Background: an optimization exercise with open tools, aiming at small area. Do not read the settings as production practice. RTL that was checked went through simulation tests only; none was proved equivalent to the original. The flow treats the clock pin as an ideal source. Dropping or thinning the clock tree relies on that and would not hold on a real chip. Power and IR drop assume default switching activity.

## top
module top(
	input wire sys_clk,
	input wire sys_rst_n,
	input wire tim_psel,
	input wire tim_pwrite,
	input wire tim_penable,
	input wire [11:0]tim_paddr,
	input wire [31:0]tim_pwdata,
	input wire dbg_mode,
	input wire [3:0] tim_pstrb,
	output reg [31:0]tim_prdata,
	output wire tim_pready,
	output wire tim_pslverr,
	output wire tim_int
);
reg        ready;
reg        timer_en;
reg        div_en;
reg  [3:1] div_val_h;
reg        pre_en;
reg  [63:0] cnt;
reg  [63:0] ncmp;       
reg        int_en;
reg        int_st;
reg        halt_req;
reg  [7:0] pcnt;
wire base = (tim_paddr[11:5] == 7'd0) & (tim_paddr[1:0] == 2'd0);
wire [2:0] a = tim_paddr[4:2];
wire s_tcr   = base & (a == 3'd0);
wire s_tdr0  = base & (a == 3'd1);
wire s_tdr1  = base & (a == 3'd2);
wire s_tcmp0 = base & (a == 3'd3);
wire s_tcmp1 = base & (a == 3'd4);
wire s_tier  = base & (a == 3'd5);
wire s_tisr  = base & (a == 3'd6);
wire s_thcsr = base & (a == 3'd7);
wire [3:0] dv = tim_pwdata[11:8];
wire err = (tim_pstrb[1] & ((dv > 4'd8) | (timer_en & (dv != div_val)))) |
           (tim_pstrb[0] & timer_en & (tim_pwdata[1] != div_en));
assign tim_pslverr = tim_pwrite & s_tcr & err;
assign tim_pready  = ready;
wire wr = ready & tim_pwrite;
wire halt_ack = halt_req & dbg_mode;
always @(posedge sys_clk or negedge sys_rst_n)
	if (!sys_rst_n) ready <= 1'b0;
	else ready <= tim_psel & tim_penable & ~ready;
reg  div_val0_n;
wire [3:0] div_val = {div_val_h, ~div_val0_n};
wire tcr_ok = wr & s_tcr & ~err;
always @(posedge sys_clk or negedge sys_rst_n)
	if (!sys_rst_n) begin
		timer_en   <= 1'b0;
		div_en     <= 1'b0;
		div_val_h  <= 3'd0;
		div_val0_n <= 1'b0;
	end else if (tcr_ok) begin
		if (tim_pstrb[0]) begin
			timer_en <= tim_pwdata[0];
			div_en   <= tim_pwdata[1];
		end
		if (tim_pstrb[1]) begin
			div_val_h  <= dv[3:1];
			div_val0_n <= ~dv[0];
		end
	end
wire [8:0] lo1, hi0;
assign lo1[0] = 1'b1;
assign hi0[8] = 1'b1;
genvar k;
generate for (k = 0; k < 8; k = k + 1) begin : gm
  ...
For scale: ~760 cells after synthesis, roughly 89 I/O pins, roughly 7700 µm² of cells after synthesis.
==> module top, before the edit <==
module top(
	input wire sys_clk,
	input wire sys_rst_n,
	input wire tim_psel,
	input wire tim_pwrite,
	input wire tim_penable,
	input wire [11:0]tim_paddr,
	input wire [31:0]tim_pwdata,
	input wire dbg_mode,
	input wire [3:0] tim_pstrb,
	output reg [31:0]tim_prdata,
	output wire tim_pready,
	output wire tim_pslverr,
	output wire tim_int
);
reg        ready;
reg        timer_en;
reg        div_en;
reg  [3:1] div_val_h;
reg        pre_en;
reg  [63:0] cnt;
reg  [63:0] ncmp;       
reg        int_en;
reg        int_st;
reg        halt_req;
reg  [7:0] pcnt;
wire base = (tim_paddr[11:5] == 7'd0) & (tim_paddr[1:0] == 2'd0);
wire [2:0] a = tim_paddr[4:2];
wire s_tcr   = base & (a == 3'd0);
wire s_tdr0  = base & (a == 3'd1);
wire s_tdr1  = base & (a == 3'd2);
wire s_tcmp0 = base & (a == 3'd3);
wire s_tcmp1 = base & (a == 3'd4);
wire s_tier  = base & (a == 3'd5);
wire s_tisr  = base & (a == 3'd6);
wire s_thcsr = base & (a == 3'd7);
wire [3:0] dv = tim_pwdata[11:8];
wire err = (tim_pstrb[1] & ((dv > 4'd8) | (timer_en & (dv != div_val)))) |
           (tim_pstrb[0] & timer_en & (tim_pwdata[1] != div_en));
assign tim_pslverr = tim_pwrite & s_tcr & err;
assign tim_pready  = ready;
wire wr = ready & tim_pwrite;
wire halt_ack = halt_req & dbg_mode;
always @(posedge sys_clk or negedge sys_rst_n)
	if (!sys_rst_n) ready <= 1'b0;
	else ready <= tim_psel & tim_penable & ~ready;
reg  div_val0_n;
wire [3:0] div_val = {div_val_h, ~div_val0_n};
wire tcr_ok = wr & s_tcr & ~err;
always @(posedge sys_clk or negedge sys_rst_n)
	if (!sys_rst_n) begin
		timer_en   <= 1'b0;
		div_en     <= 1'b0;
		div_val_h  <= 3'd0;
		div_val0_n <= 1'b0;
	end else if (tcr_ok) begin
		if (tim_pstrb[0]) begin
			timer_en <= tim_pwdata[0];
			div_en   <= tim_pwdata[1];
		end
		if (tim_pstrb[1]) begin
			div_val_h  <= dv[3:1];
			div_val0_n <= ~dv[0];
		end
	end
wire [8:0] lo1, hi0;
assign lo1[0] = 1'b1;
assign hi0[8] = 1'b1;
genvar k;
generate for (k = 0; k < 8; k = k + 1) begin : gm
	assign lo1[k+1] = lo1[k] & pcnt[k];
	assign hi0[k] = hi0[k+1] & ~pcnt[k];
end endgenerate
wire [8:0] mk = lo1 & hi0;
wire match = div_val[3] ? mk[8] : mk[div_val[2:0]];
wire cnt_en = timer_en & ~halt_ack & (~div_en | match);
wire pzero = ~halt_ack & (match | ~div_en | ~timer_en);
always @(posedge sys_clk or negedge sys_rst_n)
	if (!sys_rst_n) pcnt <= 8'd0;
	else if (pzero) pcnt <= 8'd0;
	else pcnt <= pcnt + {7'd0, ~halt_ack};
wire clr = pre_en & ~timer_en;
wire w0 = wr & s_tdr0;
wire w1 = wr & s_tdr1;
always @(posedge sys_clk or negedge sys_rst_n)
	if (!sys_rst_n) pre_en <= 1'b0;
	else pre_en <= timer_en;
localparam CB = 8;
localparam NB = 64 / CB;
wire [NB-1:0] ball;
genvar g;
generate for (g = 0; g < NB; g = g + 1) begin : gb
	assign ball[g] = &cnt[CB*g+CB-1:CB*g];
end endgenerate
wire [NB-1:0] bcin;
generate for (g = 0; g < NB; g = g + 1) begin : gcin
	if (g == 0) assign bcin[g] = cnt_en & ~w0;
	else if (g == NB/2) assign bcin[g] = cnt_en & ~w1 & (&ball[NB/2-1:0]);
	else assign bcin[g] = bcin[g-1] & ball[g-1];
end endgenerate
wire [63:0] tg;
generate for (g = 0; g < NB; g = g + 1) begin : gt
	wire [CB:0] c;
	assign c[0] = bcin[g];
	genvar i;
	for (i = 0; i < CB; i = i + 1) begin : gi
		assign c[i+1] = c[i] & cnt[CB*g+i];
		assign tg[CB*g+i] = c[i];
	end
end endgenerate
wire [7:0] bsel = {{4{w1}} & tim_pstrb, {4{w0}} & tim_pstrb};
wire [7:0] bkeep = ~bsel & {8{~clr}};
wire [63:0] nxt;
generate for (g = 0; g < 64; g = g + 1) begin : gn
	cnt_bit u (.q(cnt[g]), .t(tg[g]), .sel(bsel[g/8]), .keep(bkeep[g/8]),
	           .d(tim_pwdata[g%32]), .nx(nxt[g]));
end endgenerate
always @(posedge sys_clk or negedge sys_rst_n)
	if (!sys_rst_n) cnt <= 64'd0;
	else cnt <= nxt;
wire [7:0] csel = {{4{wr & s_tcmp1}} & tim_pstrb, {4{wr & s_tcmp0}} & tim_pstrb};
wire [63:0] ncmp_nx;
generate for (g = 0; g < 64; g = g + 1) begin : gc
	cmp_bit u (.n(ncmp[g]), .we(csel[g/8]), .d(tim_pwdata[g%32]), .nx(ncmp_nx[g]));
end endgenerate
always @(posedge sys_clk or negedge sys_rst_n)
	if (!sys_rst_n) ncmp <= 64'd0;
	else ncmp <= ncmp_nx;
wire eq = &(cnt ^ ncmp);
wire clr_int = wr & s_tisr & tim_pstrb[0] & tim_pwdata[0];
always @(posedge sys_clk or negedge sys_rst_n)
	if (!sys_rst_n) begin
		int_en   <= 1'b0;
		int_st   <= 1'b0;
		halt_req <= 1'b0;
	end else begin
		if (wr & s_tier & tim_pstrb[0]) int_en <= tim_pwdata[0];
		if (clr_int) int_st <= 1'b0;
		else if (eq) int_st <= 1'b1;
		if (wr & s_thcsr & tim_pstrb[0]) halt_req <= tim_pwdata[0];
	end
assign tim_int = int_en & int_st;
wire r0 = base & (a == 3'd0);
wire r1 = base & (a == 3'd1);
wire r2 = base & (a == 3'd2);
wire r3 = base & (a == 3'd3);
wire r4 = base & (a == 3'd4);
wire r5 = base & (a == 3'd5);
wire r6 = base & (a == 3'd6);
wire r7 = base & (a == 3'd7);
always @* begin
	tim_prdata = ({32{r1}} & cnt[31:0]) | ({32{r2}} & cnt[63:32]) |
	             ({32{r3}} & ~ncmp[31:0]) | ({32{r4}} & ~ncmp[63:32]);
	tim_prdata[11:8] = tim_prdata[11:8] | ({4{r0}} & div_val);
	tim_prdata[1] = tim_prdata[1] | (r0 & div_en) | (r7 & halt_ack);
	tim_prdata[0] = tim_prdata[0] | (r0 & timer_en) | (r5 & int_en) | (r6 & int_st) | (r7 & halt_req);
end
endmodule
==> module cnt_bit, before the edit <==
module cnt_bit(input wire q, t, sel, keep, d, output wire nx);
assign nx = (sel & d) | (keep & (q ^ t));
endmodule
==> module cmp_bit, before the edit <==
module cmp_bit(input wire n, we, d, output wire nx);
assign nx = we ? ~d : n;
endmodule
Settings: LEC_CHECK=0, CAP_MARGIN=0, CORE_MARGIN=2, CORE_UTILIZATION=60, SLEW_MARGIN=0; clock period 5.0 ns.
standard.sh (not shown) runs the stock make flow with config.mk's settings and CLKGATE_MAP_FILE= SYNTH_SCRIPT=/design/flow/synth_recipe.tcl, a recipe that flattens the netlist after the stock synthesis.
==> flow/flow/run.sh <==
#!/bin/bash
# Own layout flow: the standard flow (standard.sh), with three changes:
#  - synthesis maps logic with an area-oriented ABC script (flow/area.abc);
#    every other synthesis step is the standard synthesis, unchanged;
#  - input/output ports are buffered with sky130_fd_sc_hd__buf_1;
#  - the clock tree is built by flow/pre_cts.tcl (a root buffer and a grid of
#    leaf buffers over the flip-flops) in place of TritonCTS.
set -euo pipefail
W=$(pwd)
# standard synthesis script with only the abc script swapped
sed "s#log_cmd abc {\*}\$abc_args#log_cmd abc -script $W/flow/area.abc {*}[lrange \$abc_args 2 end]#" \
  "$FLOW_HOME/scripts/synth.tcl" > "$W/synth_core.tcl"
grep -q "flow/area.abc" "$W/synth_core.tcl"
sed "s#\$::env(SCRIPTS_DIR)/synth.tcl#$W/synth_core.tcl#" "$W/synth_recipe.tcl" > "$W/own_synth.tcl"
grep -q "synth_core.tcl" "$W/own_synth.tcl"
CTS="-sink_clustering_enable -repair_clock_nets -dont_use_dummy_load"
CTS="$CTS -buf_list sky130_fd_sc_hd__clkbuf_8 -root_buf sky130_fd_sc_hd__clkbuf_8 -sink_clustering_size 30 -sink_clustering_max_diameter 80"
bash standard.sh "SYNTH_SCRIPT=$W/own_synth.tcl" \
  "BUFFER_PORTS_ARGS=-buffer_cell sky130_fd_sc_hd__buf_1" \
  "CTS_ARGS=$CTS" "PRE_CTS_TCL=$W/flow/pre_cts.tcl" finish > "$W/standard_sh.log" 2>&1
Other scripts of this flow, unchanged in this note and not shown: flow/flow/area.abc, flow/flow/pre_cts.tcl
Then changed:
--- a/flow/design.v
+++ b/flow/design.v
@@ -92,11 +92,17 @@
 generate for (g = 0; g < NB; g = g + 1) begin : gb
 	assign ball[g] = &cnt[CB*g+CB-1:CB*g];
 end endgenerate
+wire [NB:0] bpre;
+assign bpre[0] = 1'b1;
+generate for (g = 0; g < NB; g = g + 1) begin : gp
+	assign bpre[g+1] = bpre[g] & ball[g];
+end endgenerate
+wire en_lo = cnt_en & ~w0;
+wire en_hi = cnt_en & ~w1;
 wire [NB-1:0] bcin;
 generate for (g = 0; g < NB; g = g + 1) begin : gcin
-	if (g == 0) assign bcin[g] = cnt_en & ~w0;
-	else if (g == NB/2) assign bcin[g] = cnt_en & ~w1 & (&ball[NB/2-1:0]);
-	else assign bcin[g] = bcin[g-1] & ball[g-1];
+	if (g < NB/2) assign bcin[g] = en_lo & bpre[g];
+	else assign bcin[g] = en_hi & bpre[g];
 end endgenerate
 wire [63:0] tg;
 generate for (g = 0; g < NB; g = g + 1) begin : gt
@@ -108,24 +114,21 @@
 		assign tg[CB*g+i] = c[i];
 	end
 end endgenerate
+wire [63:0] inc = (cnt ^ tg) & {64{~clr}};
 wire [7:0] bsel = {{4{w1}} & tim_pstrb, {4{w0}} & tim_pstrb};
-wire [7:0] bkeep = ~bsel & {8{~clr}};
 wire [63:0] nxt;
-generate for (g = 0; g < 64; g = g + 1) begin : gn
-	cnt_bit u (.q(cnt[g]), .t(tg[g]), .sel(bsel[g/8]), .keep(bkeep[g/8]),
-	           .d(tim_pwdata[g%32]), .nx(nxt[g]));
+generate for (g = 0; g < 8; g = g + 1) begin : gn
+	assign nxt[8*g+7:8*g] = bsel[g] ? tim_pwdata[8*(g%4)+7:8*(g%4)] : inc[8*g+7:8*g];
 end endgenerate
 always @(posedge sys_clk or negedge sys_rst_n)
 	if (!sys_rst_n) cnt <= 64'd0;
 	else cnt <= nxt;
 wire [7:0] csel = {{4{wr & s_tcmp1}} & tim_pstrb, {4{wr & s_tcmp0}} & tim_pstrb};
-wire [63:0] ncmp_nx;
-generate for (g = 0; g < 64; g = g + 1) begin : gc
-	cmp_bit u (.n(ncmp[g]), .we(csel[g/8]), .d(tim_pwdata[g%32]), .nx(ncmp_nx[g]));
+generate for (g = 0; g < 8; g = g + 1) begin : gc
+	always @(posedge sys_clk or negedge sys_rst_n)
+		if (!sys_rst_n) ncmp[8*g+7:8*g] <= 8'd0;
+		else if (csel[g]) ncmp[8*g+7:8*g] <= ~tim_pwdata[8*(g%4)+7:8*(g%4)];
 end endgenerate
-always @(posedge sys_clk or negedge sys_rst_n)
-	if (!sys_rst_n) ncmp <= 64'd0;
-	else ncmp <= ncmp_nx;
 wire eq = &(cnt ^ ncmp);
 wire clr_int = wr & s_tisr & tim_pstrb[0] & tim_pwdata[0];
 always @(posedge sys_clk or negedge sys_rst_n)
@@ -156,9 +159,3 @@
 	tim_prdata[0] = tim_prdata[0] | (r0 & timer_en) | (r5 & int_en) | (r6 & int_st) | (r7 & halt_req);
 end
 endmodule
-module cnt_bit(input wire q, t, sel, keep, d, output wire nx);
-assign nx = (sel & d) | (keep & (q ^ t));
-endmodule
-module cmp_bit(input wire n, we, d, output wire nx);
-assign nx = we ? ~d : n;
-endmodule
Die area came out higher by about 2.6%.
Via count climbs by about 7%.
Cell count went up by 12%.
Synthesized area climbs by about 2.7%.
Routed wire length goes up by about 1%.
No run of this note takes its clock network from TritonCTS; it comes from the design's own scripts or RTL.

* * *

The RTL this note starts from:
==> flow/design.v <==
module top(
	input wire sys_clk,
	input wire sys_rst_n,
	input wire tim_psel,
	input wire tim_pwrite,
	input wire tim_penable,
	input wire [11:0]tim_paddr,
	input wire [31:0]tim_pwdata,
	input wire dbg_mode,
	input wire [3:0] tim_pstrb,
	output reg [31:0]tim_prdata,
	output wire tim_pready,
	output wire tim_pslverr,
	output wire tim_int
);
reg        ready;
reg        timer_en;
reg        div_en;
reg  [3:1] div_val_h;
reg        pre_en;
reg  [63:0] cnt;
reg  [63:0] ncmp;       
reg        int_en;
reg        int_st;
reg        halt_req;
reg  [7:0] pcnt;
wire base = (tim_paddr[11:5] == 7'd0) & (tim_paddr[1:0] == 2'd0);
wire [2:0] a = tim_paddr[4:2];
wire s_tcr   = base & (a == 3'd0);
wire s_tdr0  = base & (a == 3'd1);
wire s_tdr1  = base & (a == 3'd2);
wire s_tcmp0 = base & (a == 3'd3);
wire s_tcmp1 = base & (a == 3'd4);
wire s_tier  = base & (a == 3'd5);
wire s_tisr  = base & (a == 3'd6);
wire s_thcsr = base & (a == 3'd7);
wire [3:0] dv = tim_pwdata[11:8];
wire err = (tim_pstrb[1] & ((dv > 4'd8) | (timer_en & (dv != div_val)))) |
           (tim_pstrb[0] & timer_en & (tim_pwdata[1] != div_en));
assign tim_pslverr = tim_pwrite & s_tcr & err;
assign tim_pready  = ready;
wire wr = ready & tim_pwrite;
wire halt_ack = halt_req & dbg_mode;
always @(posedge sys_clk or negedge sys_rst_n)
	if (!sys_rst_n) ready <= 1'b0;
	else ready <= tim_psel & tim_penable & ~ready;
reg  div_val0_n;
wire [3:0] div_val = {div_val_h, ~div_val0_n};
wire tcr_ok = wr & s_tcr & ~err;
always @(posedge sys_clk or negedge sys_rst_n)
	if (!sys_rst_n) begin
		timer_en   <= 1'b0;
		div_en     <= 1'b0;
		div_val_h  <= 3'd0;
		div_val0_n <= 1'b0;
	end else if (tcr_ok) begin
		if (tim_pstrb[0]) begin
			timer_en <= tim_pwdata[0];
			div_en   <= tim_pwdata[1];
		end
		if (tim_pstrb[1]) begin
			div_val_h  <= dv[3:1];
			div_val0_n <= ~dv[0];
		end
	end
wire [8:0] lo1, hi0;
assign lo1[0] = 1'b1;
assign hi0[8] = 1'b1;
genvar k;
generate for (k = 0; k < 8; k = k + 1) begin : gm
	assign lo1[k+1] = lo1[k] & pcnt[k];
	assign hi0[k] = hi0[k+1] & ~pcnt[k];
end endgenerate
wire [8:0] mk = lo1 & hi0;
wire match = div_val[3] ? mk[8] : mk[div_val[2:0]];
wire cnt_en = timer_en & ~halt_ack & (~div_en | match);
wire pzero = ~halt_ack & (match | ~div_en | ~timer_en);
always @(posedge sys_clk or negedge sys_rst_n)
	if (!sys_rst_n) pcnt <= 8'd0;
	else if (pzero) pcnt <= 8'd0;
	else pcnt <= pcnt + {7'd0, ~halt_ack};
wire clr = pre_en & ~timer_en;
wire w0 = wr & s_tdr0;
wire w1 = wr & s_tdr1;
always @(posedge sys_clk or negedge sys_rst_n)
	if (!sys_rst_n) pre_en <= 1'b0;
	else pre_en <= timer_en;
localparam CB = 8;
localparam NB = 64 / CB;
wire [NB-1:0] ball;
genvar g;
generate for (g = 0; g < NB; g = g + 1) begin : gb
	assign ball[g] = &cnt[CB*g+CB-1:CB*g];
end endgenerate
wire [NB-1:0] bcin;
generate for (g = 0; g < NB; g = g + 1) begin : gcin
	if (g == 0) assign bcin[g] = cnt_en & ~w0;
	else if (g == NB/2) assign bcin[g] = cnt_en & ~w1 & (&ball[NB/2-1:0]);
	else assign bcin[g] = bcin[g-1] & ball[g-1];
end endgenerate
wire [63:0] tg;
generate for (g = 0; g < NB; g = g + 1) begin : gt
	wire [CB:0] c;
	assign c[0] = bcin[g];
	genvar i;
	for (i = 0; i < CB; i = i + 1) begin : gi
		assign c[i+1] = c[i] & cnt[CB*g+i];
		assign tg[CB*g+i] = c[i];
	end
end endgenerate
wire [7:0] bsel = {{4{w1}} & tim_pstrb, {4{w0}} & tim_pstrb};
wire [7:0] bkeep = ~bsel & {8{~clr}};
wire [63:0] nxt;
generate for (g = 0; g < 64; g = g + 1) begin : gn
	cnt_bit u (.q(cnt[g]), .t(tg[g]), .sel(bsel[g/8]), .keep(bkeep[g/8]),
	           .d(tim_pwdata[g%32]), .nx(nxt[g]));
end endgenerate
always @(posedge sys_clk or negedge sys_rst_n)
	if (!sys_rst_n) cnt <= 64'd0;
	else cnt <= nxt;
wire [7:0] csel = {{4{wr & s_tcmp1}} & tim_pstrb, {4{wr & s_tcmp0}} & tim_pstrb};
wire [63:0] ncmp_nx;
generate for (g = 0; g < 64; g = g + 1) begin : gc
	cmp_bit u (.n(ncmp[g]), .we(csel[g/8]), .d(tim_pwdata[g%32]), .nx(ncmp_nx[g]));
end endgenerate
always @(posedge sys_clk or negedge sys_rst_n)
	if (!sys_rst_n) ncmp <= 64'd0;
	else ncmp <= ncmp_nx;
wire eq = &(cnt ^ ncmp);
wire clr_int = wr & s_tisr & tim_pstrb[0] & tim_pwdata[0];
always @(posedge sys_clk or negedge sys_rst_n)
	if (!sys_rst_n) begin
		int_en   <= 1'b0;
		int_st   <= 1'b0;
		halt_req <= 1'b0;
	end else begin
		if (wr & s_tier & tim_pstrb[0]) int_en <= tim_pwdata[0];
		if (clr_int) int_st <= 1'b0;
		else if (eq) int_st <= 1'b1;
		if (wr & s_thcsr & tim_pstrb[0]) halt_req <= tim_pwdata[0];
	end
assign tim_int = int_en & int_st;
wire r0 = base & (a == 3'd0);
wire r1 = base & (a == 3'd1);
wire r2 = base & (a == 3'd2);
wire r3 = base & (a == 3'd3);
wire r4 = base & (a == 3'd4);
wire r5 = base & (a == 3'd5);
wire r6 = base & (a == 3'd6);
wire r7 = base & (a == 3'd7);
always @* begin
	tim_prdata = ({32{r1}} & cnt[31:0]) | ({32{r2}} & cnt[63:32]) |
	             ({32{r3}} & ~ncmp[31:0]) | ({32{r4}} & ~ncmp[63:32]);
	tim_prdata[11:8] = tim_prdata[11:8] | ({4{r0}} & div_val);
	tim_prdata[1] = tim_prdata[1] | (r0 & div_en) | (r7 & halt_ack);
	tim_prdata[0] = tim_prdata[0] | (r0 & timer_en) | (r5 & int_en) | (r6 & int_st) | (r7 & halt_req);
end
endmodule
module cnt_bit(input wire q, t, sel, keep, d, output wire nx);
assign nx = (sel & d) | (keep & (q ^ t));
endmodule
module cmp_bit(input wire n, we, d, output wire nx);
assign nx = we ? ~d : n;
endmodule
Settings: LEC_CHECK=0, CAP_MARGIN=0, CORE_MARGIN=2, CORE_UTILIZATION=60, SLEW_MARGIN=0; clock period 5.0 ns.
Scripts as last shown in full above: flow/flow/run.sh
Other scripts of this flow, unchanged in this note and not shown: flow/flow/area.abc, flow/flow/pre_cts.tcl
==> next run, changes <==
--- a/flow/design.v
+++ b/flow/design.v
@@ -91,13 +91,19 @@
 genvar g;
 generate for (g = 0; g < NB; g = g + 1) begin : gb
 	assign ball[g] = &cnt[CB*g+CB-1:CB*g];
 end endgenerate
+wire [NB:0] bpre;
+assign bpre[0] = 1'b1;
+generate for (g = 0; g < NB; g = g + 1) begin : gp
+	assign bpre[g+1] = bpre[g] & ball[g];
+end endgenerate
+wire en_lo = cnt_en & ~w0;
+wire en_hi = cnt_en & ~w1;
 wire [NB-1:0] bcin;
 generate for (g = 0; g < NB; g = g + 1) begin : gcin
-	if (g == 0) assign bcin[g] = cnt_en & ~w0;
-	else if (g == NB/2) assign bcin[g] = cnt_en & ~w1 & (&ball[NB/2-1:0]);
-	else assign bcin[g] = bcin[g-1] & ball[g-1];
+	if (g < NB/2) assign bcin[g] = en_lo & bpre[g];
+	else assign bcin[g] = en_hi & bpre[g];
 end endgenerate
 wire [63:0] tg;
 generate for (g = 0; g < NB; g = g + 1) begin : gt
 	wire [CB:0] c;
Result:
- wire length fell by a few percent
- register-to-register slack degrades by 70 ps
- global-route usage came out lower by 0.86 points
- setup slack got worse by 69 ps
- sequential power came out higher by a few percent
- sequential share of layout area drops by 0.25 points
- hold slack loses 28 ps
- cell area is higher slightly
- critical path depth fell by 1
- total power grows by a little under a tenth
The RTL of the second run of this note was laid out without a check of its function. In every run of this note, the design's own scripts or RTL, not TritonCTS, make the clock network.

port drivers added, routing unchanged:
Ports are ideal in the flow. The routed layouts listed here were re-timed in OpenROAD. Step 1 (the two cells are an assumption about what drives the block):
set clk [get_ports {sys_clk}]
set_driving_cell -lib_cell sky130_fd_sc_hd__clkbuf_16 $clk
set_driving_cell -lib_cell sky130_fd_sc_hd__buf_2 [delete_from_list [all_inputs] $clk]
Step 2 also shifts input and output timing later by t, the mid clock arrival at the registers, as if the neighbouring blocks saw the same clock. a / b / c = ideal / step 1 / step 2; a / b = the first two.
run | shift t [ns] | setup WS [ns] | slew at the worst register clock pin (ns) | worst data-port slew with drivers (ns)
the first run of note 1 | 0.409 | 0.446 / 0.446 / 0.446 | 0.12 / 0.12 | 0.04
the second run of note 1 | 0.407 | 0.591 / 0.591 / 0.465 | 0.11 / 0.11 | 0.03
the first run of note 2 | 0.401 | 0.532 / 0.532 / 0.532 | 0.10 / 0.10 | 0.04
the second run of note 2 | 0.397 | 0.462 / 0.462 / 0.462 | 0.10 / 0.10 | 0.05
After both steps setup and hold are still met in every run listed. The setup slack of the second run of note 1, which loses most, moves by 0.000 ns with the drivers and by -0.126 ns with both steps.
